This is an optimization exercise on Yosys and OpenROAD, whose aim is small area, a short achievable clock period and few clock cycles per item, not a production implementation.
In this exercise RTL edits were held to simulation tests only and were not proved equivalent to the original.

**design/flow/flow/run.sh**
```bash
#!/bin/bash
# The standard layout (standard.sh) with two changes:
#  - the port buffers are plain buf_1 cells;
#  - synthesis maps the logic with the ABC script in flow/abc.script instead of
#    ORFS's speed script. Everything else in synthesis (synth_recipe.tcl) is kept.
# Each tool's output goes to the ORFS logs; make's own output goes to standard.log.
set -euo pipefail
W=$(pwd)
export BUFFER_PORTS_ARGS="-buffer_cell sky130_fd_sc_hd__buf_1"
export MY_ABC_SCRIPT="$W/flow/abc.script"
{ sed -n 1p synth_recipe.tcl; cat flow/abc_override.tcl; sed -n '2,$p' synth_recipe.tcl; } > synth_own.tcl
sed "s#SYNTH_SCRIPT=[^ ]*#SYNTH_SCRIPT=$W/synth_own.tcl#" standard.sh > standard_own.sh
bash standard_own.sh > standard.log 2>&1
```
**design/flow/flow/abc.script**
```
strash
dch
map -D 1500
topo
stime -c
```
**design/flow/flow/abc_override.tcl**
```tcl
# Run ABC with the script in MY_ABC_SCRIPT in place of the one ORFS chose.
proc abc {args} {
  set i [lsearch -exact $args -script]
  if { $i >= 0 } {
    set args [lreplace $args [expr {$i + 1}] [expr {$i + 1}] $::env(MY_ABC_SCRIPT)]
  }
  yosys abc {*}$args
}
```
**design/flow/standard.sh**
```bash
#!/bin/bash
# synth_recipe.tcl (not shown) runs the flow's synth.tcl, then flattens the netlist and writes it again
# the make line also repeats each setting of config.mk as NAME=value (left out here)
make -C /OpenROAD-flow-scripts/flow DESIGN_CONFIG=/design/flow/config.mk WORK_HOME=/design/flow/orfs CLKGATE_MAP_FILE= SYNTH_SCRIPT=/design/flow/synth_recipe.tcl "${@:-finish}"
```
**design/flow/config.mk**
```make
export PLATFORM = sky130hd
export DESIGN_NAME = mdc
export DESIGN_NICKNAME = mdc
export VERILOG_FILES = /design/flow/design.v
export SDC_FILE = /design/flow/constraint.sdc
export NUM_CORES = 4
export LEC_CHECK = 0
export CAP_MARGIN = 20
export CORE_MARGIN = 2
export CORE_UTILIZATION = 40
export CTS_BUF_LIST = sky130_fd_sc_hd__clkbuf_4
export SLEW_MARGIN = 20
```
**design/flow/constraint.sdc**
```tcl
create_clock -name core_clock -period 4.0 [get_ports {clk}]
set_input_delay 0.8000 -clock core_clock [delete_from_list [all_inputs] [get_ports {clk}]]
set_output_delay 0.8000 -clock core_clock [all_outputs]
set_load 0.01 [all_outputs]
```
**design/flow/design.v**
```verilog
module mdc (clk, rst_n, start, A, B, out, done);
input clk, rst_n, start;
input [7:0] A, B;
output [7:0] out;
output done;
reg       busy;
reg [6:0] ah, bh;    
reg [2:0] k;
function [2:0] ctz8;
    input [7:0] v;
    begin
        casez (v)
            8'b???????1: ctz8 = 3'd0;
            8'b??????10: ctz8 = 3'd1;
            8'b?????100: ctz8 = 3'd2;
            8'b????1000: ctz8 = 3'd3;
            8'b???10000: ctz8 = 3'd4;
            8'b??100000: ctz8 = 3'd5;
            8'b?1000000: ctz8 = 3'd6;
            default:     ctz8 = 3'd7;
        endcase
    end
endfunction
function [6:0] oddh8;
    input [7:0] v;
    begin
        casez (v)
            8'b???????1: oddh8 = v[7:1];
            8'b??????10: oddh8 = {1'b0, v[7:2]};
            8'b?????100: oddh8 = {2'b0, v[7:3]};
            8'b????1000: oddh8 = {3'b0, v[7:4]};
            8'b???10000: oddh8 = {4'b0, v[7:5]};
            8'b??100000: oddh8 = {5'b0, v[7:6]};
            8'b?1000000: oddh8 = {6'b0, v[7]};
            default:     oddh8 = 7'd0;
        endcase
    end
endfunction
function [6:0] odds8;
    input [7:0] v;
    begin
        casez (v)
            8'b???????1: odds8 = v[7:1];
            8'b??????10: odds8 = {{1{v[7]}}, v[7:2]};
            8'b?????100: odds8 = {{2{v[7]}}, v[7:3]};
            8'b????1000: odds8 = {{3{v[7]}}, v[7:4]};
            8'b???10000: odds8 = {{4{v[7]}}, v[7:5]};
            8'b??100000: odds8 = {{5{v[7]}}, v[7:6]};
            8'b?1000000: odds8 = {{6{v[7]}}, v[7]};
            default:     odds8 = {7{v[7]}};
        endcase
    end
endfunction
wire [7:0] d  = {1'b0, ah} - {1'b0, bh};
wire       lt = d[7];
wire [6:0] s  = odds8(d);
wire [6:0] vh = lt ? ~s : s;
wire       fin = (ah == bh) | (ah == 7'd0) | (bh == 7'd0);
assign done = busy & fin;
wire [7:0] odd = {ah & {7{bh != 7'd0}}, 1'b1};
assign out = odd << k;
always @(posedge clk or negedge rst_n) begin
    if (!rst_n)
        busy <= 1'b0;
    else
        busy <= start | (busy & ~fin);
end
always @(posedge clk) begin
    if (start) begin
        ah <= oddh8(A);
        bh <= oddh8(B);
        k  <= ctz8(A | B);
    end else begin
        ah <= lt ? ah : bh;
        bh <= vh;
    end
end
endmodule
```
==> results.yml, run 1 <==
worst_setup_path:
  r2r_setup_slack_ns: 1.33
  crit_type: "reg -> out"
  crit_path_cell_trace: "nor4_1 -> nand4_1 -> nand2_1 -> nor2_1 -> a31oi_1 -> nand2_1 -> o21ai_0 -> o21ai_0 -> buf_1"
  endpoint_kind: "output pin"
  worstPathRequired_ns: 3.20
  max_stage_delay_ns: 0.47
  cp_data_arrival_time_ns: 2.27
  path_buf_inv: 1
  cp_top_family: "simple AND/OR/NAND/NOR gates"
  reg2reg_to: "bh[4]$_DFF_P_"
  critPathMaxFanout: 13
  slowest_stage: "nand4_1"
  cp-start-kind: "flip-flop"
  reg2reg_from: "ah[1]$_DFFE_PP_"
  worstRegToRegCells: 14
floorplan:
  core-area_sq_mm: 0.00438
  die_y_um: 71.7
  die_area_sq_mm: 0.00514
  rows: 24
  dieWidth_um: 71.7
  ios: 28
  start_util: 0.418
routing:
  vias: 2113
  via_per_inst: 5.65
  wl_met1_um: 2260
  drt_iter0_drc: 116
  wl_met2_um: 2370
  avgRoutedWirePerCell_um: 13.1
  ant_nets: 0
  wl_um: 4900
  dr.pass1.iters: 5
  wl_met3_um: 238
  highest_layer: "met4"
  drc: 0
clock_tree:
  cts.sinks: 18
  cts_max_path_buffers: 2
  cts-root-buf: "clkbuf_4"
  numCtsBuffers: 3
  cts_hold_buf: 0
  clock_latency_ns: 0.30
  cts_tree: "yes"
  post_cts_resized: 0
  cts.htree.levels: 1
  path_clk_slew_ns: 0.11
  cts_setup_buffers: 0
global_route:
  overflow: 0
  antenna_found_initial: 0
  grt_pass1_wl_um: 8560
  track_usage: 0.206
  first_global_vias: 1903
  grt_start_max_net_pins: 17
place:
  port-buffer-count: 27
  post_dp_cell_area_sq_mm: 0.00201
  dp_hpwl_um: 4050
  place_congestion: 0.872
cells_and_area:
  area_delta_synth_final_pct: 10.9
  drive_gt1_frac: 0.0186
  final_area_sq_mm: 0.00203
  nFillCells: 490
  register_area_sq_um: 465
  antenna_cells: 0
  multi_input_area_sq_mm: 0.00114
  layout.nets: 350
worst_hold_path:
  hold_class: "in -> async"
timing:
  fin_crit_sh: 0.769
  worst_pin_slew_ns: 0.515
  rsz0062_at_grt: "no"
  hold_viol: 0
  setup_viol: 0
  tns_ns: 0
  max_freq_mhz: 325
  worst_clock_skew_ns: 0.0116
  slew_viol_final: 0
  maxSlewHeadroom: 0.656
  finalCriticalPeriod_ns: 3.07
yosys:
  syn_avg_cell_area_sq_um: 6.33
  synth_edf_count: 10
  ys_seq_area_frac: 0.254
  ys_types: 32
  syn_nets: 317
  ys_warn_count: 1
  synthesis.area_sq_mm: 0.00183
  syn-instance-count: 290
  async_reset_ff_frac: 0.0556
  synth_seq_cells: 18
  ys.flop_type: "edfxtp_1"
job:
  cap_violations: 0
outcome:
  status: "complete, no violations"
-- per-layer routing --
metal,GRT usage,vias up
met1,0.273,954
met4,0.0314,0
met3,0.0338,4
met2,0.358,67
met5,0,-
li1,-,1088
-- worst max path at each step --
| stage | start | depth (start not counted) | endpoint |
|---|---|---|---|
| 2_1_floorplan | bh[5]$_DFF_P_ | 8 | out[7] |
| 3_3_place_gp | bh[5]$_DFF_P_ | 9 | out[7] |
| 3_5_place_dp | bh[5]$_DFF_P_ | 9 | out[7] |
| 4_1_cts | bh[5]$_DFF_P_ | 9 | out[7] |
| 5_1_grt | bh[5]$_DFF_P_ | 9 | out[7] |
| 6_report | bh[5]$_DFF_P_ | 9 | out[7] |
-- synth_stat cells (5+ instances only) --
cell	count	share of area
o22ai_1	19	0.065
edfxtp_1	10	0.16
dfxtp_1	7	0.076
nor3_1	9	0.025
o221ai_1	5	0.024
nand2_1	44	0.090
ha_1	7	0.048
nand3_1	20	0.055
nor2_1	40	0.082
o21ai_0	23	0.063
a21oi_1	12	0.033
clkinv_1	61	0.12
-- per-stage QoR --
stage | utilization | worst slack, ns | instances | hold slack, ns
after floorplan | - | 1.63 | 290 | 0.501
after global placement | 0.458 | 1.24 | 370 | 0.518
after detailed placement | 0.458 | 1.28 | 370 | 0.524
after CTS | 0.464 | 0.956 | 374 | 0.235
after global routing | 0.464 | 0.532 | 374 | 0.208
final | 0.464 | 0.925 | 374 | 0.236
-- final cells by class --
cell class | count | area share
Tap cell | 52 | 0.0320
Clock buffer | 3 | 0.0111
Timing Repair Buffer | 28 | 0.0535
Clock inverter | 1 | 0.00185
Inverter | 61 | 0.113
Multi-Input combinational cell | 211 | 0.560
Sequential cell | 18 | 0.229
-- cell usage in the layout (no fill, tap or decap), drive strengths merged, types with 2 or more instances in the layout --
cell / count
nand2: 44
nor2: 40
o21ai: 23
a221oi: 2
o211ai: 3
a22oi: 4
nor4: 3
edfxtp: 10
clkbuf: 3
o221ai: 5
nand3: 20
clkinv: 62
o22ai: 19
a31oi: 4
a21oi: 12
ha: 7
buf: 28
nor3: 9
o31ai: 2
xor2: 2
dfxtp: 7
-- cell families (layout without fill, tap and decap cells) --
family                   count (synthesis)  after routing  synth area share
adder cells (fa/ha/maj)                  8              8            0.0587
flip-flops                              18             18             0.254
AND/OR/NAND/NOR                        119            119             0.272
XOR/XNOR                                 2              2           0.00955
buffers and inverters                   61             93             0.125
AO/OA/AOI/OAI                           82             82             0.281
-- registers in the layout (all words and copies together), names as in the netlist --
signal	cells
k	3
bh	7
ah	7
busy	1
-- worst register-to-register path, cell delays in order, from the launching register on --
cell and delay (ns):
edfxtp_1 0.50, ha_1 0.34, clkinv_1 0.05, nor2_1 0.04, nand2_1 0.05, nand3_1 0.09
clkinv_1 0.07, o21ai_0 0.09, nand2_1 0.11, a21oi_1 0.07, nor2_1 0.40, clkinv_1 0.20
nor4_1 0.39, nor2_1 0.09, o22ai_1 0.11
Testbench counts, summed over its fixed seeds: cycles 9,100, items 2,400.
==> run 2: changes to the inputs <==
==> design/flow/flow/abc.script (replaced) <==
strash
&get -n
&dch
&nf -R 1000
&put
topo
stime -c
--- a/design/flow/config.mk
+++ b/design/flow/config.mk
@@ -9,4 +9,6 @@
 export CORE_MARGIN = 2
 export CORE_UTILIZATION = 40
 export CTS_BUF_LIST = sky130_fd_sc_hd__clkbuf_4
+export CTS_CLUSTER_DIAMETER = 200
+export CTS_CLUSTER_SIZE = 30
 export SLEW_MARGIN = 20
==> run 2 against run 1 <==
Against the previous run: non-clock buffer count unchanged; cell count down 16%; worst setup slack better by 0.090 ns; via count down 11%.
==> results.yml, run 2 <==
outcome:
  status: "complete, no violations"
global_route:
  overflow: 0
  first_global_vias: 1607
  antenna_found_initial: 0
  grt_pass1_wl_um: 7740
  track_usage: 0.192
  grt_start_max_net_pins: 20
timing:
  hold_ws_ns: 0.242
  worst_clock_skew_ns: 0.00686
  slew_viol_final: 0
  fin_crit_sh: 0.746
  rsz0062_at_grt: "no"
  worst_pin_slew_ns: 0.750
  setup_viol: 0
  tns_ns: 0
  max_freq_mhz: 335
  maxSlewHeadroom: 0.496
  hold_viol: 0
  finalCriticalPeriod_ns: 2.99
yosys:
  syn-instance-count: 232
  yosysMostFrequentCell: "nand2_1"
  synth_edf_count: 10
  synth_top_area_frac: 0.173
  ys_types: 45
  syn_nets: 259
  synth_seq_cells: 18
  syn_avg_cell_area_sq_um: 7.48
  synthTopCellsByArea: "edfxtp_1, dfxtp_1, nand2_1, a21oi_1, nor2_1"
  ys_warn_count: 1
  synth_top_area_cell: "edfxtp_1"
  async_reset_ff_frac: 0.0556
  ys_seq_area_frac: 0.268
  synthesis.area_sq_mm: 0.00174
  ys_top_cells_by_count: "nand2_1, nor2_1, a21oi_1"
  ys.flop_type: "edfxtp_1"
routing:
  drc: 0
  via_per_inst: 5.97
  avgRoutedWirePerCell_um: 14.6
  dr.pass1.iters: 4
  vias: 1875
  ant_nets: 0
  drt_iter0_drc: 124
  wl_um: 4580
worst_setup_path:
  reg2reg_to: "bh[1]$_DFF_P_"
  critPathMaxFanout: 10
  crit_path_cell_trace: "nor4_1 -> nand4_1 -> nand2_1 -> nor2_1 -> a31oi_1 -> nor2_1 -> a21oi_1 -> o21ai_0 -> buf_1"
  crit_type: "reg -> out"
  cp_data_arrival_time_ns: 2.19
  endpoint_kind: "output pin"
  path_buf_inv: 1
  slowest_stage: "nand4_1"
  cp-start-kind: "flip-flop"
  cpMostUsedCell: "nor2_1"
  r2r_setup_slack_ns: 1.05
  worstPathRequired_ns: 3.20
  cp_top_family: "simple AND/OR/NAND/NOR gates"
  worstRegToRegCells: 8
  cp-startpoint: "bh[3]$_DFF_P_"
  setup.worst_path.end: "out[4]"
  max_stage_delay_ns: 0.38
  reg2reg_from: "ah[2]$_DFFE_PP_"
  path_depth: 9
clock_tree:
  cts.sinks: 18
  numCtsBuffers: 3
  cts_max_path_buffers: 2
  cts_hold_buf: 0
  post_cts_resized: 0
  cts.htree.levels: 1
  clock_latency_ns: 0.29
  cts_tree: "yes"
  cts_setup_buffers: 0
  path_clk_slew_ns: 0.10
  cts-root-buf: "clkbuf_4"
floorplan:
  die_y_um: 69.9
  rows: 23
  die_area_sq_mm: 0.00488
  dieWidth_um: 69.9
  core-area_sq_mm: 0.00409
  ios: 28
  start_util: 0.425
cells_and_area:
  final_cell_mix: "nand2_1, nor2_1, buf_1, a21oi_1, o21ai_0"
  antenna_cells: 0
  layout.nets: 292
  final_area_sq_mm: 0.00193
  final_common_cell: "nand2_1"
  area_delta_synth_final_pct: 11.4
  layout.cells.non_filler: 314
  drive_gt1_frac: 0.0189
  reg.largest.list: "ah (7), bh (7), k (3)"
place:
  placedCellCount: 310
  place_congestion: 0.783
  post_dp_cell_area_sq_mm: 0.00191
  dp_hpwl_um: 3460
  port-buffer-count: 27
job:
  cap_violations: 0
worst_hold_path:
  hold_class: "in -> async"
## run 2: kinds of logic (layout without fill, tap and decap cells)
family,Yosys count,in the layout,synth area share
XOR/XNOR,7,7,0.0353
buffers and inverters,11,43,0.0238
multiplexers,3,3,0.0180
AO/OA/AOI/OAI,82,82,0.311
AND/OR/NAND/NOR,103,103,0.281
flip-flops,18,18,0.268
adder cells (fa/ha/maj),8,8,0.0620
## run 2: how the worst min path moves through the flow
stage,cells after the start,startpoint,endpoint
floorplan,2,busy$_DFF_PN0_,busy$_DFF_PN0_
global placement,2,busy$_DFF_PN0_,busy$_DFF_PN0_
detailed placement,2,busy$_DFF_PN0_,busy$_DFF_PN0_
CTS,1,rst_n,busy$_DFF_PN0_
global route,1,rst_n,busy$_DFF_PN0_
finish,1,rst_n,busy$_DFF_PN0_
## run 2: worst reg2reg max path, stage by stage, from the launching register on
cell	delay, ns
edfxtp_1	0.45
ha_1	0.40
nand2_1	0.06
o21ai_0	0.37
a31oi_1	0.19
xnor2_1	0.54
o22ai_1	0.21
or3_1	0.37
a32o_1	0.25
## run 2: area by class of cell
cell class                 instances  area, sq um
fill                             439         2150
multi-input combinational        203         1230
sequential                        18          465
timing repair buffer              28          109
tap                               50         62.6
inverter                          11         41.3
clock buffer                       3         22.5
clock inverter                     1         3.75
## run 2: metrics by stage
step,setup WS (ns),util
finish,1.01,0.473
CTS,1.02,0.473
floorplan,1.41,-
global placement,1.13,0.467
detailed placement,1.07,0.467
global route,0.686,0.473
## run 2: metal layers
| metal | track usage | vias to the layer above | share of wire |
|---|---|---|---|
| met1 | 0.279 | 859 | 0.51 |
| met2 | 0.306 | 46 | 0.45 |
| met5 | 0 | - | 0 |
| met3 | 0.0231 | 4 | 0.037 |
| li1 | - | 966 | - |
| met4 | 0.0385 | 0 | 0.0074 |
==> run 3: changes to the inputs <==
--- a/design/flow/config.mk
+++ b/design/flow/config.mk
@@ -8,7 +8,7 @@
 export CAP_MARGIN = 20
 export CORE_MARGIN = 2
 export CORE_UTILIZATION = 40
-export CTS_BUF_LIST = sky130_fd_sc_hd__clkbuf_4
+export CTS_BUF_LIST = sky130_fd_sc_hd__clkbuf_8
 export CTS_CLUSTER_DIAMETER = 200
 export CTS_CLUSTER_SIZE = 30
 export SLEW_MARGIN = 20
==> run 3 against run 2 <==
Against the previous run: still clean on timing, DRC and antenna; worst hold slack gained 0.051 ns; worst setup slack gained 0.038 ns; largest cell class unchanged; synthesized cell count is the same; utilization grew 0.70 points; area after synthesis is the same; wire length is essentially flat; critical path type is now reg -> reg; fmax grew 1.3%; die area is the same.
==> results.yml, run 3 <==
outcome:
  status: "complete, no violations"
timing:
  tns_ns: 0
  setup_viol: 0
  finalCriticalPeriod_ns: 2.95
  worst_clock_skew_ns: 0.00434
  max_freq_mhz: 339
  slew_viol_final: 0
  hold_viol: 0
  worst_pin_slew_ns: 0.747
  rsz0062_at_grt: "no"
  fin_crit_sh: 0.737
  hold_ws_ns: 0.293
  maxSlewHeadroom: 0.498
yosys:
  synthesis.area_sq_mm: 0.00174
  synth_top_area_cell: "edfxtp_1"
  ys_top_cells_by_count: "nand2_1, nor2_1, a21oi_1"
  syn_nets: 259
  yosysMostFrequentCell: "nand2_1"
  ys_warn_count: 1
  ys.flop_type: "edfxtp_1"
  synth_edf_count: 10
  synth_top_area_frac: 0.173
  ys_seq_area_frac: 0.268
  async_reset_ff_frac: 0.0556
  ys_types: 45
  synthTopCellsByArea: "edfxtp_1, dfxtp_1, nand2_1, a21oi_1, nor2_1"
  synth_seq_cells: 18
  syn_avg_cell_area_sq_um: 7.48
  syn-instance-count: 232
place:
  dp_hpwl_um: 3460
  post_dp_cell_area_sq_mm: 0.00191
  port-buffer-count: 27
  place_congestion: 0.783
worst_hold_path:
  hold_class: "in -> async"
floorplan:
  start_util: 0.425
  die_y_um: 69.9
  core-area_sq_mm: 0.00409
  ios: 28
  dieWidth_um: 69.9
  die_area_sq_mm: 0.00488
  rows: 23
clock_tree:
  cts_hold_buf: 0
  cts_tree: "yes"
  cts.htree.levels: 1
  cts_setup_buffers: 0
  numCtsBuffers: 3
  clock_latency_ns: 0.25
  cts_max_path_buffers: 2
  path_clk_slew_ns: 0.07
  post_cts_resized: 0
  cts-root-buf: "clkbuf_8"
  cts.sinks: 18
cells_and_area:
  nFillCells: 434
  antenna_cells: 0
  drive_gt1_frac: 0.0189
  final_area_sq_mm: 0.00196
  reg.largest.list: "ah (7), bh (7), k (3)"
  layout.nets: 292
  final_common_cell: "nand2_1"
  final_cell_mix: "nand2_1, nor2_1, buf_1, a21oi_1, o21ai_0"
  area_delta_synth_final_pct: 13.0
routing:
  vias: 1897
  ant_nets: 0
  drc: 0
  dr.pass1.iters: 6
  avgRoutedWirePerCell_um: 14.6
  via_per_inst: 6.04
  wl_um: 4580
  drt_iter0_drc: 124
global_route:
  antenna_found_initial: 0
  grt_start_max_net_pins: 20
  first_global_vias: 1601
  track_usage: 0.192
  grt_pass1_wl_um: 7750
  overflow: 0
worst_setup_path:
  crit_type: "reg -> reg"
  cp_data_arrival_time_ns: 3.09
  endpoint_kind: "flip-flop"
  r2r_setup_slack_ns: 1.05
  critPathMaxFanout: 8
  worstRegToRegCells: 8
  reg2reg_from: "ah[2]$_DFFE_PP_"
  cp-start-kind: "flip-flop"
  reg2reg_to: "bh[1]$_DFF_P_"
  worstPathRequired_ns: 4.15
job:
  cap_violations: 0
==> run 3: layer usage <==
layer,GRT usage,routed length (um),vias to the layer above
met5,0,0,-
met4,0.0385,34,0
met3,0.0274,232,5
met2,0.305,2040,61
met1,0.279,2270,866
li1,-,-,965
==> run 3: worst max-delay path, stage by stage, from the launching register on <==
cell and delay (ns):
edfxtp_1 0.44, ha_1 0.40, nand2_1 0.06, o21ai_0 0.37, a31oi_1 0.19, xnor2_1 0.54
o22ai_1 0.20, or3_1 0.37, a32o_1 0.26
==> run 3: worst max path at each step <==
stage	startpoint	to	cells past startpoint
after CTS	ah[2]$_DFFE_PP_	bh[1]$_DFF_P_	8
after global routing	bh[3]$_DFF_P_	out[4]	9
after global placement	ah[0]$_DFFE_PP_	bh[1]$_DFF_P_	13
after detailed placement	ah[2]$_DFFE_PP_	bh[1]$_DFF_P_	8
after floorplan	ah[2]$_DFFE_PP_	bh[1]$_DFF_P_	8
final	ah[2]$_DFFE_PP_	bh[1]$_DFF_P_	8
==> run 3: per-stage QoR <==
stage | instances | utilization | setup WS [ns]
finish | 314 | 0.480 | 1.05
global route | 314 | 0.480 | 0.755
CTS | 314 | 0.480 | 1.06
detailed placement | 310 | 0.467 | 1.07
global placement | 310 | 0.467 | 1.13
floorplan | 232 | - | 1.41
==> run 3: area by class of cell <==
| cell class | instances | area (sq um) | share of cell area |
|---|---|---|---|
| sequential | 18 | 465 | 0.237 |
| multi-input combinational | 203 | 1230 | 0.626 |
| clock buffer | 4 | 55.1 | 0.0281 |
| inverter | 11 | 41.3 | 0.0210 |
| timing repair buffer | 28 | 109 | 0.0555 |
| tap | 50 | 62.6 | 0.0319 |
==> run 3: logic make-up after synthesis <==
group	count (synthesis)	share of synthesized area
multiplexers	3	0.0180
flip-flops	18	0.268
AO/OA/AOI/OAI	82	0.311
buffers and inverters	11	0.0238
XOR/XNOR	7	0.0353
AND/OR/NAND/NOR	103	0.281
adder cells (fa/ha/maj)	8	0.0620
==> run 4: changes to the inputs <==
--- a/design/flow/config.mk
+++ b/design/flow/config.mk
@@ -8,7 +8,6 @@
 export CAP_MARGIN = 20
 export CORE_MARGIN = 2
 export CORE_UTILIZATION = 40
-export CTS_BUF_LIST = sky130_fd_sc_hd__clkbuf_8
-export CTS_CLUSTER_DIAMETER = 200
-export CTS_CLUSTER_SIZE = 30
+export CTS_BUF_LIST = sky130_fd_sc_hd__clkbuf_4
+export SETUP_SLACK_MARGIN = 1.2
 export SLEW_MARGIN = 20
==> run 4 against run 3 <==
Against the previous run: sequential share of layout area fell by 2.1 points; still clean; global-route usage rose by 0.19 points; utilization rose by 5.0 points; clock skew rose by 0.0041 ns; critical endpoint is now out[7]; cell area rose by 10%; register-to-register slack improved by 0.24 ns; die area did not move; worst hold slack got worse by 0.053 ns.
==> results.yml, run 4 <==
worst_setup_path:
  critPathMaxFanout: 5
  worstRegToRegCells: 8
  cp-start-kind: "flip-flop"
  endpoint_kind: "output pin"
  crit_path_cell_trace: "nor4_2 -> nand4_1 -> buf_6 -> a21oi_1 -> a21oi_1 -> a221oi_1 -> a21oi_1 -> buf_1"
  reg2reg_from: "ah[2]$_DFFE_PP_"
  r2r_setup_slack_ns: 1.29
  reg2reg_to: "bh[1]$_DFF_P_"
  worstPathRequired_ns: 3.20
  slowest_stage: "dfxtp_2"
  crit_type: "reg -> out"
  cp_data_arrival_time_ns: 2.02
  max_stage_delay_ns: 0.34
  path_buf_inv: 2
  cp_top_family: "compound AO/OA/AOI/OAI gates"
  cpMostUsedCell: "a21oi_1"
global_route:
  grt_pass1_wl_um: 7800
  grt_start_max_net_pins: 20
  met2_usage: 0.314
  use_met1: 0.279
  first_global_vias: 1622
  top_usage_layer: "met2"
  antenna_found_initial: 0
  track_usage: 0.194
  overflow: 0
  gr-usage-met3: 0.0231
routing:
  drt_iter0_drc: 216
  drc: 0
  via_per_inst: 5.99
  ant_nets: 0
  avgRoutedWirePerCell_um: 15.2
  dr.pass1.iters: 4
  vias: 1965
  wl_um: 4990
floorplan:
  start_util: 0.425
  die_y_um: 69.9
  core-area_sq_mm: 0.00409
  rows: 23
  die_area_sq_mm: 0.00488
  ios: 28
  dieWidth_um: 69.9
yosys:
  ys.flop_type: "edfxtp_1"
  syn_avg_cell_area_sq_um: 7.48
  synth_top_area_cell: "edfxtp_1"
  synth_edf_count: 10
  ys_seq_area_frac: 0.268
  synthTopCellsByArea: "edfxtp_1, dfxtp_1, nand2_1, a21oi_1, nor2_1"
  yosysMostFrequentCell: "nand2_1"
  async_reset_ff_frac: 0.0556
  ys_warn_count: 1
  synth_seq_cells: 18
  ys_top_cells_by_count: "nand2_1, nor2_1, a21oi_1"
  synthesis.area_sq_mm: 0.00174
  syn_nets: 259
  syn-instance-count: 232
  synth_top_area_frac: 0.173
  ys_types: 45
clock_tree:
  path_clk_slew_ns: 0.10
  cts_max_path_buffers: 2
  cts.sinks: 18
  clock_latency_ns: 0.30
  cts.htree.levels: 1
  numCtsBuffers: 3
  cts_tree: "yes"
  cts_hold_buf: 0
  cts-root-buf: "clkbuf_4"
timing:
  slew_viol_final: 0
  maxSlewHeadroom: 0.495
  max_freq_mhz: 355
  rsz0062_at_grt: "yes"
  finalCriticalPeriod_ns: 2.82
  worst_clock_skew_ns: 0.00841
  setup_viol: 0
  tns_ns: 0
  fin_crit_sh: 0.704
  worst_pin_slew_ns: 0.751
  hold_viol: 0
place:
  dp_hpwl_um: 3460
  port-buffer-count: 27
  place_congestion: 0.783
worst_hold_path:
  hold_class: "in -> async"
cells_and_area:
  final_cell_mix: "nand2_1, nor2_1, buf_1, a21oi_1, o21ai_0"
  layout.nets: 306
  final_common_cell: "nand2_1"
  reg.largest.list: "ah (7), bh (7), k (3)"
  area_delta_synth_final_pct: 24.9
  antenna_cells: 0
  drive_gt1_frac: 0.144
outcome:
  status: "complete, no violations"
job:
  cap_violations: 0
[run 4: worst max path at each step]
stage	start	cells after the start	to	slack (ns)
floorplan	ah[2]$_DFFE_PP_	8	bh[1]$_DFF_P_	1.41
global placement	ah[0]$_DFFE_PP_	13	bh[1]$_DFF_P_	1.13
detailed placement	ah[2]$_DFFE_PP_	8	bh[1]$_DFF_P_	1.07
CTS	bh[3]$_DFF_P_	10	out[4]	1.23
global route	bh[1]$_DFF_P_	8	out[7]	1.04
finish	bh[1]$_DFF_P_	8	out[7]	1.18
[run 4: cell type report]
class / instances / area, sq um
repair buffers: 42 / 218
fillers: 408 / 1920
clock inverters: 1 / 3.75
multi-input cells: 203 / 1350
well taps: 50 / 62.6
inverters: 11 / 41.3
flip-flops and latches: 18 / 468
clock buffers: 3 / 22.5
[run 4: logic make-up (layout without fill, tap and decap cells)]
group                    after synthesis  in the layout  share of synthesized area
AO/OA/AOI/OAI                         82             82                      0.311
XOR/XNOR                               7              7                     0.0353
adder cells (fa/ha/maj)                8              8                     0.0620
buffers and inverters                 11             57                     0.0238
flip-flops                            18             18                      0.268
multiplexers                           3              3                     0.0180
AND/OR/NAND/NOR                      103            103                      0.281
[run 4: repair_timing]
| item | 4_1_cts | 5_1_grt |
|---|---|---|
| setup endpoints to repair | 18 | 20 |
| resized for setup | 4 | 29 |
| cloned | 0 | 1 |
| pin swaps | 1 | 6 |
| setup buffers | 2 | 11 |
[run 4: per-layer routing]
layer | vias to the layer above | part of all wire
met4 | 0 | 0.0098
met3 | 7 | 0.051
met1 | 900 | 0.48
met5 | - | 0
met2 | 61 | 0.46
li1 | 997 | -
[run 4: through the flow]
stage	instances	setup WS, ns	hold WS [ns]	cell area [sq um]	utilization
6_report	328	1.18	0.240	2170	0.530
5_1_grt	328	1.04	0.208	2170	0.530
4_1_cts	316	1.23	0.235	1970	0.483
3_5_place_dp	310	1.07	0.467	1910	0.467
3_3_place_gp	310	1.13	0.469	1910	0.467
2_1_floorplan	232	1.41	0.439	1740	-
==> run 5: changes to the inputs <==
--- a/design/flow/config.mk
+++ b/design/flow/config.mk
@@ -9,5 +9,5 @@
 export CORE_MARGIN = 2
 export CORE_UTILIZATION = 40
 export CTS_BUF_LIST = sky130_fd_sc_hd__clkbuf_4
-export SETUP_SLACK_MARGIN = 1.2
+export SETUP_SLACK_MARGIN = 1.4
 export SLEW_MARGIN = 20
==> run 5 against run 4 <==
Against the previous run: die area did not move; largest cell class unchanged; cell count grew 0.91%; utilization up 4.2 points; cell area grew 7.9%; sequential share of layout area down 1.6 points; clock-buffer cell count stayed put; critical endpoint unchanged; worst setup slack improved by 0.056 ns.
==> results.yml, run 5 <==
yosys:
  ys_types: 45
  ys_warn_count: 1
  async_reset_ff_frac: 0.0556
  synthesis.area_sq_mm: 0.00174
  syn_nets: 259
  synth_edf_count: 10
  synth_top_area_frac: 0.173
  synth_seq_cells: 18
  ys_top_cells_by_count: "nand2_1, nor2_1, a21oi_1"
  ys.flop_type: "edfxtp_1"
  yosysMostFrequentCell: "nand2_1"
  syn-instance-count: 232
  synth_top_area_cell: "edfxtp_1"
  synthTopCellsByArea: "edfxtp_1, dfxtp_1, nand2_1, a21oi_1, nor2_1"
  syn_avg_cell_area_sq_um: 7.48
  ys_seq_area_frac: 0.268
outcome:
  status: "complete, no violations"
floorplan:
  core-area_sq_mm: 0.00409
  ios: 28
  dieWidth_um: 69.9
  die_y_um: 69.9
  rows: 23
  die_area_sq_mm: 0.00488
  start_util: 0.425
timing:
  max_freq_mhz: 362
  worst_pin_slew_ns: 0.762
  worst_clock_skew_ns: 0.00766
  slew_viol_final: 0
  finalCriticalPeriod_ns: 2.76
  rsz0062_at_grt: "yes"
  maxSlewHeadroom: 0.488
  tns_ns: 0
  setup_viol: 0
  hold_viol: 0
  fin_crit_sh: 0.690
cells_and_area:
  area_delta_synth_final_pct: 34.8
  layout.nets: 309
  final_cell_mix: "nand2_1, nor2_1, buf_1, a21oi_1, buf_4"
  reg.largest.list: "ah (7), bh (7), k (3)"
  final_area_sq_mm: 0.00234
  antenna_cells: 0
  drive_gt1_frac: 0.235
  final_common_cell: "nand2_1"
  layout.cells.non_filler: 331
place:
  post_dp_cell_area_sq_mm: 0.00191
  placedCellCount: 310
  port-buffer-count: 27
  dp_hpwl_um: 3460
  place_congestion: 0.783
clock_tree:
  path_clk_slew_ns: 0.10
  cts.htree.levels: 1
  cts_max_path_buffers: 2
  numCtsBuffers: 3
  cts.sinks: 18
  clock_latency_ns: 0.29
  cts-root-buf: "clkbuf_4"
  cts_tree: "yes"
  cts_hold_buf: 0
worst_setup_path:
  critPathMaxFanout: 6
  setup.worst_path.end: "out[7]"
  worstPathRequired_ns: 3.20
  cp-start-kind: "flip-flop"
  r2r_setup_slack_ns: 1.32
  worstRegToRegCells: 10
  crit_type: "reg -> out"
  cp_data_arrival_time_ns: 1.96
  reg2reg_from: "ah[2]$_DFFE_PP_"
  cp-startpoint: "bh[1]$_DFF_P_"
  reg2reg_to: "bh[0]$_DFF_P_"
  endpoint_kind: "output pin"
routing:
  vias: 1994
  dr.pass1.iters: 5
  wl_um: 5120
  avgRoutedWirePerCell_um: 15.5
  drt_iter0_drc: 163
  drc: 0
  ant_nets: 0
  via_per_inst: 6.02
global_route:
  grt_start_max_net_pins: 20
  top_usage_layer: "met2"
  grt_pass1_wl_um: 7910
  met2_usage: 0.319
  use_met1: 0.280
  overflow: 0
  antenna_found_initial: 0
  track_usage: 0.197
  first_global_vias: 1646
  gr-usage-met3: 0.0245
worst_hold_path:
  hold_class: "in -> async"
job:
  cap_violations: 0
-- run 5: cell counts after synthesis --
Identical to the previous run, type by type.
-- run 5: worst max-delay path, stage by stage, from the launching register on --
cell	delay, ns
dfxtp_2	0.34
nor4_2	0.26
nand4_1	0.14
buf_6	0.16
a21oi_1	0.18
a21oi_1	0.08
a221oi_1	0.29
a21oi_1	0.06
clkbuf_2	0.14
-- run 5: metrics by stage --
stage          setup WS (ns)  hold WS [ns]   util
2_1_floorplan           1.41         0.439      -
3_3_place_gp            1.13         0.469  0.467
3_5_place_dp            1.07         0.467  0.467
4_1_cts                 1.27         0.235  0.502
5_1_grt                 1.08         0.217  0.572
6_report                1.24         0.243  0.572
-- run 5: worst min path at each step --
| stage | startpoint | to | slack, ns | cells past startpoint |
|---|---|---|---|---|
| after CTS | rst_n | busy$_DFF_PN0_ | 0.24 | 1 |
| after floorplan | busy$_DFF_PN0_ | busy$_DFF_PN0_ | 0.44 | 2 |
| after global routing | rst_n | busy$_DFF_PN0_ | 0.22 | 1 |
| final | rst_n | busy$_DFF_PN0_ | 0.24 | 1 |
| after global placement | busy$_DFF_PN0_ | busy$_DFF_PN0_ | 0.47 | 2 |
| after detailed placement | busy$_DFF_PN0_ | busy$_DFF_PN0_ | 0.47 | 2 |
-- run 5: layer usage --
| layer | part of all wire | vias up |
|---|---|---|
| li1 | - | 1003 |
| met1 | 0.47 | 919 |
| met2 | 0.47 | 64 |
| met3 | 0.055 | 8 |
| met5 | 0 | - |
| met4 | 0.011 | 0 |
-- run 5: cell families after synthesis --
| logic type | synth area share |
|---|---|
| muxes | 0.0180 |
| xor gates and xnor gates | 0.0353 |
| adders and majority gates | 0.0620 |
| and+or+nand+nor | 0.281 |
| DFF | 0.268 |
| AOI/OAI and AO/OA | 0.311 |
| buffers and inverters | 0.0238 |
-- run 5: cell type report --
cell class / count / area, sq um
clock buffers: 3 / 22.5
clock inverters: 1 / 3.75
fillers: 373 / 1750
inverters: 11 / 41.3
multi-input cells: 203 / 1490
flip-flops and latches: 18 / 468
well taps: 50 / 62.6
repair buffers: 45 / 255
-- run 5: repair_timing --
action	in CTS	in global routing
endpoints found under the setup margin	21	20
cloned	0	0
pin swaps	3	11
buffers inserted	6	11
resized for setup	16	53
==> run 6: changes to the inputs <==
--- a/design/flow/config.mk
+++ b/design/flow/config.mk
@@ -9,5 +9,4 @@
 export CORE_MARGIN = 2
 export CORE_UTILIZATION = 40
 export CTS_BUF_LIST = sky130_fd_sc_hd__clkbuf_4
-export SETUP_SLACK_MARGIN = 1.4
 export SLEW_MARGIN = 20
==> run 6 against run 5 <==
Against the previous run: largest cell class unchanged; wire length decreased by 10%; via count decreased by 6.0%; still clean; highest routed layer unchanged; clock skew decreased by 0.00079 ns; cell count decreased by 5.1%; die area unchanged; worst hold slack got worse by 0.00078 ns.
==> results.yml, run 6 <==
yosys:
  ys_warn_count: 1
  syn-instance-count: 232
  syn_nets: 259
  synth_top_area_cell: "edfxtp_1"
  ys_seq_area_frac: 0.268
  synth_top_area_frac: 0.173
  syn_avg_cell_area_sq_um: 7.48
  ys.flop_type: "edfxtp_1"
  ys_top_cells_by_count: "nand2_1, nor2_1, a21oi_1"
  synthTopCellsByArea: "edfxtp_1, dfxtp_1, nand2_1, a21oi_1, nor2_1"
  synthesis.area_sq_mm: 0.00174
  synth_seq_cells: 18
  ys_types: 45
  synth_edf_count: 10
  async_reset_ff_frac: 0.0556
  yosysMostFrequentCell: "nand2_1"
place:
  post_dp_cell_area_sq_mm: 0.00191
  place_congestion: 0.783
  dp_slack_ns: 1.07
  dp_hpwl_um: 3460
  port-buffer-count: 27
worst_setup_path:
  cp_top_family: "simple AND/OR/NAND/NOR gates"
  crit_path_cell_trace: "nor4_1 -> nand4_1 -> nand2_1 -> nor2_1 -> a31oi_1 -> nor2_1 -> a21oi_1 -> o21ai_0 -> buf_1"
  endpoint_kind: "output pin"
  cp-start-kind: "flip-flop"
  worstPathRequired_ns: 3.20
  path_buf_inv: 1
  r2r_setup_slack_ns: 1.05
  cp_data_arrival_time_ns: 2.19
  cpMostUsedCell: "nor2_1"
  max_stage_delay_ns: 0.38
  critPathMaxFanout: 10
  crit_type: "reg -> out"
  slowest_stage: "nand4_1"
job:
  cap_violations: 0
clock_tree:
  cts_max_path_buffers: 2
  cts_setup_buffers: 0
  post_cts_resized: 0
  cts-root-buf: "clkbuf_4"
  cts.sinks: 18
  cts_tree: "yes"
  clock_latency_ns: 0.29
  cts_hold_buf: 0
  cts.htree.levels: 1
  numCtsBuffers: 3
  path_clk_slew_ns: 0.10
routing:
  wl_um: 4580
  vias: 1875
  avgRoutedWirePerCell_um: 14.6
  via_per_inst: 5.97
  ant_nets: 0
  dr.pass1.iters: 4
  drc: 0
  drt_iter0_drc: 124
timing:
  setup_viol: 0
  maxSlewHeadroom: 0.496
  slew_viol_final: 0
  finalCriticalPeriod_ns: 2.99
  tns_ns: 0
  fin_crit_sh: 0.746
  max_freq_mhz: 335
  hold_viol: 0
  worst_clock_skew_ns: 0.00686
  rsz0062_at_grt: "no"
  worst_pin_slew_ns: 0.750
  fin_ws_ns: 1.01
floorplan:
  die_y_um: 69.9
  dieWidth_um: 69.9
  core-area_sq_mm: 0.00409
  die_area_sq_mm: 0.00488
  ios: 28
  start_util: 0.425
  rows: 23
outcome:
  status: "complete, no violations"
cells_and_area:
  area_delta_synth_final_pct: 11.4
  nFillCells: 439
  final_area_sq_mm: 0.00193
  final_cell_mix: "nand2_1, nor2_1, buf_1, a21oi_1, o21ai_0"
  drive_gt1_frac: 0.0189
  layout.nets: 292
  reg.largest.list: "ah (7), bh (7), k (3)"
  final_common_cell: "nand2_1"
  antenna_cells: 0
global_route:
  grt_start_max_net_pins: 20
  first_global_vias: 1607
  overflow: 0
  track_usage: 0.192
  grt_pass1_wl_um: 7740
  antenna_found_initial: 0
worst_hold_path:
  hold_class: "in -> async"
## run 6: cell counts after synthesis
Identical to the previous run, type by type.
## run 6: final timing paths
path	depth (start not counted)	from	to
min in group core_clock	2	busy$_DFF_PN0_	busy$_DFF_PN0_
worst max register to register	8	ah[2]$_DFFE_PP_	bh[1]$_DFF_P_
max in group asynchronous	1	rst_n	busy$_DFF_PN0_
worst max-delay path	9	bh[3]$_DFF_P_	out[4]
worst min-delay path	1	rst_n	busy$_DFF_PN0_
worst min register to register	2	busy$_DFF_PN0_	busy$_DFF_PN0_
## run 6: kinds of logic (layout without fill, tap and decap cells)
| family | Yosys count | in the layout | share of synthesized area |
|---|---|---|---|
| AND/OR/NAND/NOR | 103 | 103 | 0.281 |
| AO/OA/AOI/OAI | 82 | 82 | 0.311 |
| flip-flops | 18 | 18 | 0.268 |
| buffers and inverters | 11 | 43 | 0.0238 |
| adder cells (fa/ha/maj) | 8 | 8 | 0.0620 |
| XOR/XNOR | 7 | 7 | 0.0353 |
| multiplexers | 3 | 3 | 0.0180 |
## run 6: routing by layer
| layer | global-route usage | wire, um | vias up | share of wire |
|---|---|---|---|---|
| met1 | 0.279 | 2320 | 859 | 0.51 |
| met5 | 0 | 0 | - | 0 |
| met2 | 0.306 | 2060 | 46 | 0.45 |
| met3 | 0.0231 | 168 | 4 | 0.037 |
| li1 | - | - | 966 | - |
| met4 | 0.0385 | 34 | 0 | 0.0074 |
## run 6: metrics by stage
step                 util  hold slack (ns)  instances
floorplan               -            0.439        232
global placement    0.467            0.469        310
detailed placement  0.467            0.467        310
CTS                 0.473            0.235        314
global route        0.473            0.216        314
finish              0.473            0.242        314
## run 6: cell type report
class / instances / area (sq um) / area share
multi-input combinational: 203 / 1230 / 0.636
sequential: 18 / 465 / 0.241
timing repair buffer: 28 / 109 / 0.0563
tap: 50 / 62.6 / 0.0324
inverter: 11 / 41.3 / 0.0214
clock buffer: 3 / 22.5 / 0.0117
clock inverter: 1 / 3.75 / 0.00194
==> run 7: changes to the inputs <==
==> design/flow/flow/abc.script (replaced) <==
strash
&get -n
&dch -f
&nf -R 1000
&put
strash
&get -n
&dch -f
&nf -R 1000
&put
topo
stime -c
==> run 7 against run 6 <==
Against the previous run: worst hold slack worse by 0.0026 ns; sequential cell count stayed put; synthesized cell count is 6.0% lower; non-clock buffer count stayed put; critical path depth is 6 higher; area after synthesis is 2.5% lower; still clean on timing, DRC and antenna; largest cell class unchanged; first-iteration DRC count is 17% higher; die area is 2.4% lower.
==> results.yml, run 7 <==
cells_and_area:
  reg.largest.list: "ah (7), bh (7), k (3)"
  nFillCells: 434
  register_area_sq_um: 465
  antenna_cells: 0
  drive_gt1_frac: 0.0160
  multi_input_area_sq_mm: 0.00119
  area_delta_synth_final_pct: 11.7
  layout.cells.non_filler: 300
  layout.nets: 278
  final_common_cell: "buf_1"
  final_cell_mix: "buf_1, nand2_1, nor2_1, o21ai_0, a21oi_1"
global_route:
  grt_pass1_wl_um: 7200
  track_usage: 0.179
  overflow: 0
  grt_start_max_net_pins: 21
  first_global_vias: 1503
  antenna_found_initial: 0
routing:
  dr.pass1.iters: 4
  via_per_inst: 6.00
  drc: 0
  ant_nets: 0
  drt_iter0_drc: 145
  wl_um: 4370
  vias: 1801
  avgRoutedWirePerCell_um: 14.6
worst_setup_path:
  slowest_stage: "edfxtp_1"
  crit_type: "reg -> reg"
  cp_top_family: "compound AO/OA/AOI/OAI gates"
  cp-startpoint: "ah[0]$_DFFE_PP_"
  endpoint_kind: "flip-flop"
  cp_data_arrival_time_ns: 3.19
  reg2reg_to: "bh[0]$_DFF_P_"
  reg2reg_from: "ah[0]$_DFFE_PP_"
  r2r_setup_slack_ns: 0.98
  max_stage_delay_ns: 0.45
  critPathMaxFanout: 6
  path_buf_inv: 2
  crit_path_cell_trace: "clkinv_1 -> ha_1 -> clkinv_1 -> fa_1 -> a21o_1 -> a21oi_1 -> nor2_1 -> a211oi_1 -> xor2_1 -> nand2_1 -> nand2_1 -> o221ai_1 -> a21oi_1 -> xnor2_1 -> o21ai_0"
  cp-start-kind: "flip-flop"
  worstRegToRegCells: 15
  worstPathRequired_ns: 4.16
clock_tree:
  numCtsBuffers: 3
  post_cts_resized: 0
  cts.sinks: 18
  cts_max_path_buffers: 2
  cts_tree: "yes"
  cts-root-buf: "clkbuf_4"
  cts.htree.levels: 1
  cts_hold_buf: 0
  cts_setup_buffers: 0
  clock_latency_ns: 0.29
  path_clk_slew_ns: 0.11
timing:
  maxSlewHeadroom: 0.481
  max_freq_mhz: 331
  worst_clock_skew_ns: 0.00725
  finalCriticalPeriod_ns: 3.02
  worst_pin_slew_ns: 0.768
  slew_viol_final: 0
  setup_viol: 0
  tns_ns: 0
  hold_viol: 0
  fin_crit_sh: 0.756
  rsz0062_at_grt: "no"
yosys:
  syn-instance-count: 218
  ys_types: 41
  ys_seq_area_frac: 0.275
  ys_top_cells_by_count: "nand2_1, nor2_1, o21ai_0"
  synth_top_area_cell: "edfxtp_1"
  syn_nets: 245
  ys.flop_type: "edfxtp_1"
  synth_seq_cells: 18
  async_reset_ff_frac: 0.0556
  synthTopCellsByArea: "edfxtp_1, dfxtp_1, o21ai_0, ha_1, nand2_1"
  syn_avg_cell_area_sq_um: 7.76
  synthesis.area_sq_mm: 0.00169
  synth_edf_count: 10
  synth_top_area_frac: 0.178
  ys_warn_count: 1
place:
  place_congestion: 0.825
  dp_hpwl_um: 3350
  port-buffer-count: 27
  placedCellCount: 296
floorplan:
  die_area_sq_mm: 0.00477
  die_y_um: 69.0
  dieWidth_um: 69.0
  ios: 28
  rows: 23
  start_util: 0.420
  core-area_sq_mm: 0.00403
outcome:
  status: "complete, no violations"
worst_hold_path:
  hold_class: "in -> async"
job:
  cap_violations: 0
run 7: cell families after synthesis:
group / count (synthesis) / share of synthesized area
and+or+nand+nor: 93 / 0.273
muxes: 6 / 0.0355
buffers and inverters: 9 / 0.0200
DFF: 18 / 0.275
xor gates and xnor gates: 6 / 0.0311
adders and majority gates: 8 / 0.0636
AOI/OAI and AO/OA: 78 / 0.302
run 7: worst max-delay path by stage:
stage,endpoint,slack (ns),cells past startpoint
after floorplan,bh[0]$_DFF_P_,1.25,15
after global placement,bh[0]$_DFF_P_,1.06,15
after detailed placement,bh[1]$_DFF_P_,1.0,10
after CTS,bh[0]$_DFF_P_,0.97,15
after global routing,bh[1]$_DFF_P_,0.66,10
final,bh[0]$_DFF_P_,0.98,15
run 7: cell type report:
class,count,area share
clock inverter,1,0.00199
sequential,18,0.246
tap,50,0.0331
inverter,9,0.0179
multi-input combinational,191,0.631
timing repair buffer,28,0.0576
clock buffer,3,0.0119
run 7: metrics by stage:
| stage | worst slack (ns) | area (sq um) | util | hold slack (ns) |
|---|---|---|---|---|
| after CTS | 0.967 | 1890 | 0.469 | 0.231 |
| after global placement | 1.06 | 1860 | 0.462 | 0.452 |
| after detailed placement | 0.996 | 1860 | 0.462 | 0.457 |
| after floorplan | 1.25 | 1690 | - | 0.439 |
| final | 0.975 | 1890 | 0.469 | 0.239 |
| after global routing | 0.661 | 1890 | 0.469 | 0.219 |
run 7: routing by layer:
metal / vias up / global-route usage / wire length (um)
met5: - / 0 / 0
met4: 0 / 0.0261 / 19
met3: 2 / 0.0322 / 263
met2: 63 / 0.278 / 2020
met1: 809 / 0.264 / 2060
li1: 927 / - / -
==> run 8: changes to the inputs <==
==> design/flow/flow/abc.script (replaced) <==
strash
&get -n
&dch -f
&nf -R 1000
&put
strash
&get -n
&dch -f
&nf -R 1000
&put
strash
&get -n
&dch -f
&nf -R 1000
&put
topo
stime -c
==> run 8 against run 7 <==
Against the previous run: still clean on timing, DRC and antenna; worst hold slack barely moved; sequential cell count did not move; synthesized cell count did not move; non-clock buffer count rose by 1; global-route usage rose by 0.92 points; worst setup slack improved by 0.070 ns.
==> results.yml, run 8 <==
routing:
  drt_iter0_drc: 69
  avgRoutedWirePerCell_um: 14.2
  vias: 1804
  drc: 0
  dr.pass1.iters: 4
  ant_nets: 0
  via_per_inst: 5.99
  wl_um: 4270
global_route:
  overflow: 0
  grt_pass1_wl_um: 7420
  antenna_found_initial: 0
  track_usage: 0.188
  first_global_vias: 1556
  grt_start_max_net_pins: 21
worst_setup_path:
  cpMostUsedCell: "nand2_1"
  max_stage_delay_ns: 0.46
  cp_data_arrival_time_ns: 2.16
  cp-start-kind: "flip-flop"
  reg2reg_to: "bh[0]$_DFF_P_"
  crit_type: "reg -> out"
  critPathMaxFanout: 7
  endpoint_kind: "output pin"
  cp-startpoint: "bh[3]$_DFF_P_"
  worstRegToRegCells: 12
  crit_path_cell_trace: "nor4_1 -> nand2_1 -> nand2_1 -> nor2_1 -> a31oi_1 -> mux2_1 -> a21oi_1 -> buf_1"
  slowest_stage: "nor4_1"
  r2r_setup_slack_ns: 1.06
  worstPathRequired_ns: 3.20
  reg2reg_from: "ah[0]$_DFFE_PP_"
  setup.worst_path.end: "out[6]"
cells_and_area:
  reg.largest.list: "ah (7), bh (7), k (3)"
  area_delta_synth_final_pct: 12.1
  final_cell_mix: "buf_1, nand2_1, nor2_1, nand3_1, a21oi_1"
  final_common_cell: "buf_1"
  layout.nets: 279
  nFillCells: 428
  antenna_cells: 0
  drive_gt1_frac: 0.0199
place:
  dp_slack_ns: 1.12
  place_congestion: 0.840
  port-buffer-count: 27
  dp_hpwl_um: 3290
yosys:
  syn_nets: 245
  async_reset_ff_frac: 0.0556
  synth_top_area_frac: 0.177
  syn-instance-count: 218
  synth_seq_cells: 18
  synthTopCellsByArea: "edfxtp_1, dfxtp_1, nand2_1, ha_1, nor2_1"
  ys.flop_type: "edfxtp_1"
  ys_types: 45
  synth_top_area_cell: "edfxtp_1"
  synth_edf_count: 10
  syn_avg_cell_area_sq_um: 7.78
  yosysMostFrequentCell: "nand2_1"
  ys_top_cells_by_count: "nand2_1, nor2_1, a21oi_1, nand3_1, o21ai_0"
  ys_warn_count: 1
  ys_seq_area_frac: 0.274
  synthesis.area_sq_mm: 0.00170
clock_tree:
  cts-root-buf: "clkbuf_4"
  cts.htree.levels: 1
  clock_latency_ns: 0.30
  numCtsBuffers: 3
  cts_max_path_buffers: 2
  cts_hold_buf: 0
  path_clk_slew_ns: 0.10
  post_cts_resized: 0
  cts.sinks: 18
  cts_setup_buffers: 0
  cts_tree: "yes"
timing:
  fin_ws_ns: 1.04
  finalCriticalPeriod_ns: 2.96
  fin_crit_sh: 0.739
  slew_viol_final: 0
  maxSlewHeadroom: 0.542
  max_freq_mhz: 338
  hold_viol: 0
  rsz0062_at_grt: "no"
  worst_pin_slew_ns: 0.678
  setup_viol: 0
  tns_ns: 0
  worst_clock_skew_ns: 0.000798
floorplan:
  core-area_sq_mm: 0.00403
  dieWidth_um: 69.1
  rows: 23
  ios: 28
  die_area_sq_mm: 0.00478
  die_y_um: 69.1
  start_util: 0.421
job:
  cap_violations: 0
worst_hold_path:
  hold_class: "in -> async"
outcome:
  status: "complete, no violations"
[run 8: worst min-delay path by stage]
stage / slack, ns / cells past startpoint / to
after CTS: 0.23 / 1 / busy$_DFF_PN0_
after global placement: 0.46 / 2 / busy$_DFF_PN0_
final: 0.24 / 1 / busy$_DFF_PN0_
after floorplan: 0.44 / 2 / busy$_DFF_PN0_
after detailed placement: 0.46 / 2 / busy$_DFF_PN0_
after global routing: 0.23 / 1 / busy$_DFF_PN0_
[run 8: critical path: cells and delay by family (launching register included)]
family,cells,cell delay [ns]
simple gates,4,0.90
compound gates,2,0.29
flops,1,0.34
buf+inv,1,0.14
mux,1,0.19
[run 8: cell type report]
| cell class | count | area [sq um] | share of cell area |
|---|---|---|---|
| Tap cell | 50 | 62.6 | 0.0329 |
| Sequential cell | 18 | 465 | 0.245 |
| Multi-Input combinational cell | 189 | 1190 | 0.626 |
| Clock inverter | 1 | 3.75 | 0.00197 |
| Inverter | 11 | 41.3 | 0.0217 |
| Timing Repair Buffer | 29 | 116 | 0.0612 |
| Clock buffer | 3 | 22.5 | 0.0118 |
[run 8: metal layers]
layer	vias up	global-route usage	part of all wire
li1	924	-	-
met1	817	0.272	0.50
met2	56	0.286	0.44
met3	7	0.0219	0.038
met4	0	0.0719	0.017
met5	-	0	0
[run 8: kinds of logic after synthesis]
group / after synthesis / share of synthesized area
flops: 18 / 0.274
xor+xnor: 6 / 0.0310
simple gates: 94 / 0.267
mux: 8 / 0.0494
compound gates: 73 / 0.291
buf+inv: 11 / 0.0243
fa+ha+maj: 8 / 0.0634
[run 8: through the flow]
step	utilization	instance area, sq um	cells	hold slack [ns]
2_1_floorplan	-	1700	218	0.439
3_3_place_gp	0.466	1880	297	0.458
4_1_cts	0.472	1900	301	0.232
3_5_place_dp	0.466	1880	297	0.465
6_report	0.472	1900	301	0.239
5_1_grt	0.472	1900	301	0.229
==> run 9: changes to the inputs <==
--- a/design/flow/config.mk
+++ b/design/flow/config.mk
@@ -7,6 +7,6 @@
 export LEC_CHECK = 0
 export CAP_MARGIN = 20
 export CORE_MARGIN = 2
-export CORE_UTILIZATION = 40
+export CORE_UTILIZATION = 60
 export CTS_BUF_LIST = sky130_fd_sc_hd__clkbuf_4
 export SLEW_MARGIN = 20
==> run 9 against run 8 <==
Against the previous run: still clean; synthesized cell count unchanged; sequential cell count is the same; first-iteration DRC count grew 130%; non-clock buffer count unchanged.
==> results.yml, run 9 <==
floorplan:
  die_area_sq_mm: 0.00327
  rows: 19
  dieWidth_um: 57.2
  start_util: 0.626
  ios: 28
  die_y_um: 57.2
  core-area_sq_mm: 0.00271
yosys:
  yosysMostFrequentCell: "nand2_1"
  synth_seq_cells: 18
  ys_seq_area_frac: 0.274
  ys.flop_type: "edfxtp_1"
  ys_top_cells_by_count: "nand2_1, nor2_1, a21oi_1, nand3_1, o21ai_0"
  synth_edf_count: 10
  synth_top_area_frac: 0.177
  synthTopCellsByArea: "edfxtp_1, dfxtp_1, nand2_1, ha_1, nor2_1"
  ys_warn_count: 1
  ys_types: 45
  synth_top_area_cell: "edfxtp_1"
  syn-instance-count: 218
  synthesis.area_sq_mm: 0.00170
  syn_nets: 245
  async_reset_ff_frac: 0.0556
  syn_avg_cell_area_sq_um: 7.78
worst_hold_path:
  hold_class: "in -> async"
outcome:
  status: "complete, no violations"
place:
  placedCellCount: 278
  port-buffer-count: 27
  dp_slack_ns: 1.06
  dp_hpwl_um: 3270
  place_congestion: 0.904
routing:
  avgRoutedWirePerCell_um: 14.9
  dr.pass1.iters: 7
  ant_nets: 0
  via_per_inst: 6.54
  drc: 0
  wl_um: 4190
  drt_iter0_drc: 159
  vias: 1844
cells_and_area:
  final_util: 0.693
  layout.nets: 279
  layout.cells.non_filler: 282
  area_delta_synth_final_pct: 10.7
  multi_input_area_sq_mm: 0.00119
  final_cell_mix: "buf_1, nand2_1, nor2_1, nand3_1, a21oi_1"
  reg.largest.list: "ah (7), bh (7), k (3)"
  nFillCells: 227
  drive_gt1_frac: 0.0199
  antenna_cells: 0
  final_common_cell: "buf_1"
  register_area_sq_um: 465
clock_tree:
  cts_tree: "yes"
  path_clk_slew_ns: 0.10
  cts.htree.levels: 1
  clock_latency_ns: 0.30
  cts.sinks: 18
  numCtsBuffers: 3
  cts_hold_buf: 0
  cts_setup_buffers: 0
  cts_max_path_buffers: 2
  cts-root-buf: "clkbuf_4"
  post_cts_resized: 0
timing:
  slew_viol_final: 0
  setup_viol: 0
  fin_ws_ns: 1.00
  hold_viol: 0
  tns_ns: 0
  rsz0062_at_grt: "no"
  fin_crit_sh: 0.750
  max_freq_mhz: 333
  maxSlewHeadroom: 0.554
  worst_clock_skew_ns: 0.00735
  worst_pin_slew_ns: 0.660
  finalCriticalPeriod_ns: 3.00
job:
  cap_violations: 0
worst_setup_path:
  critPathMaxFanout: 7
  endpoint_kind: "flip-flop"
  path_buf_inv: 2
  max_stage_delay_ns: 0.46
  cp-startpoint: "ah[0]$_DFFE_PP_"
  slowest_stage: "edfxtp_1"
  worstPathRequired_ns: 4.20
  cp_data_arrival_time_ns: 3.20
  cp-start-kind: "flip-flop"
  crit_path_cell_trace: "clkinv_1 -> ha_1 -> clkinv_1 -> fa_1 -> a21o_1 -> a21oi_1 -> o21ai_0 -> xnor2_1 -> a211oi_1 -> a211o_1 -> xnor2_1 -> a22o_1"
  crit_type: "reg -> reg"
  reg2reg_from: "ah[0]$_DFFE_PP_"
  cp_top_family: "compound AO/OA/AOI/OAI gates"
global_route:
  first_global_vias: 1594
  antenna_found_initial: 0
  grt_start_max_net_pins: 20
  track_usage: 0.269
  overflow: 0
  grt_pass1_wl_um: 7130
run 9: cell counts after synthesis:
Identical to the previous run, type by type.
run 9: path summary, 6_finish.rpt:
check,end,slack [ns],depth (start not counted)
min in group core_clock,busy$_DFF_PN0_,0.49,2
worst min register to register,busy$_DFF_PN0_,0.49,2
worst max-delay path,bh[0]$_DFF_P_,1.0,12
max in group asynchronous,busy$_DFF_PN0_,3.65,1
worst max register to register,bh[0]$_DFF_P_,1.0,12
worst min-delay path,busy$_DFF_PN0_,0.25,1
run 9: per-layer routing:
metal | wire length, um | share of wire | vias to the layer above | GRT usage
li1 | - | - | 928 | -
met1 | 1940 | 0.46 | 839 | 0.380
met2 | 1980 | 0.47 | 71 | 0.435
met3 | 223 | 0.053 | 6 | 0.0272
met4 | 47 | 0.011 | 0 | 0.0897
met5 | 0 | 0 | - | 0
run 9: logic make-up after synthesis:
kind of cell	share of synthesized area
buffers and inverters	0.0243
XOR/XNOR	0.0310
AO/OA/AOI/OAI	0.291
AND/OR/NAND/NOR	0.267
adder cells (fa/ha/maj)	0.0634
flip-flops	0.274
multiplexers	0.0494
run 9: through the flow:
| stage | hold WS [ns] | cell area, sq um |
|---|---|---|
| 2_1_floorplan | 0.439 | 1700 |
| 6_report | 0.252 | 1880 |
| 4_1_cts | 0.253 | 1880 |
| 5_1_grt | 0.243 | 1880 |
| 3_5_place_dp | 0.473 | 1850 |
| 3_3_place_gp | 0.451 | 1850 |
run 9: final cells by class:
| type | instances | share of cell area |
|---|---|---|
| clock buffers | 3 | 0.0120 |
| flip-flops and latches | 18 | 0.248 |
| well taps | 31 | 0.0207 |
| inverters | 11 | 0.0220 |
| clock inverters | 1 | 0.00200 |
| repair buffers | 29 | 0.0620 |
| multi-input cells | 189 | 0.634 |
run 9: worst register-to-register path: cells and delay by family (launching register included):
family | cells | cell delay, ns
xor gates and xnor gates | 2 | 0.58
AOI/OAI and AO/OA | 6 | 1.13
DFF | 1 | 0.46
buffers and inverters | 2 | 0.16
adders and majority gates | 2 | 0.57

==> separate check: timing with driven ports <==
Ports are ideal in the flow. The routed layouts listed here were re-timed in OpenROAD. Step 1 sets driving cells, clkbuf_16 on the clock port and buf_2 on the other inputs (assumed; they add their load-dependent delay and slew). Step 2 moves the port delays by t, midway between the first and last clock arrival at a register: inputs arrive t later, outputs are due t later. That takes back most of the time a late clock gives input paths. Slacks: ideal / step 1 / step 2; pairs: ideal / step 1.
run	t, ns	setup WS [ns]	worst hold slack (ns)	worst register clock-pin slew, ns	cell pins on the clock port's net
run 1	0.316	0.925 / 0.900 / 1.216	0.236 / 0.237 / 0.535	0.11 / 0.11	1
run 2	0.312	1.015 / 0.993 / 1.052	0.242 / 0.244 / 0.485	0.10 / 0.10	1
run 3	0.275	1.053 / 1.053 / 1.053	0.293 / 0.293 / 0.476	0.07 / 0.07	1
run 4	0.315	1.183 / 1.160 / 1.285	0.240 / 0.240 / 0.486	0.10 / 0.10	1
run 5	0.310	1.239 / 1.217 / 1.318	0.243 / 0.244 / 0.483	0.10 / 0.10	1
run 6	0.312	1.015 / 0.993 / 1.052	0.242 / 0.244 / 0.485	0.10 / 0.10	1
run 7	0.314	0.975 / 0.975 / 0.975	0.239 / 0.243 / 0.480	0.11 / 0.11	1
run 8	0.320	1.045 / 1.020 / 1.059	0.239 / 0.237 / 0.490	0.10 / 0.10	1
run 9	0.316	1.000 / 1.000 / 1.000	0.252 / 0.255 / 0.490	0.10 / 0.10	1
After both steps setup and hold are still met in every run listed.
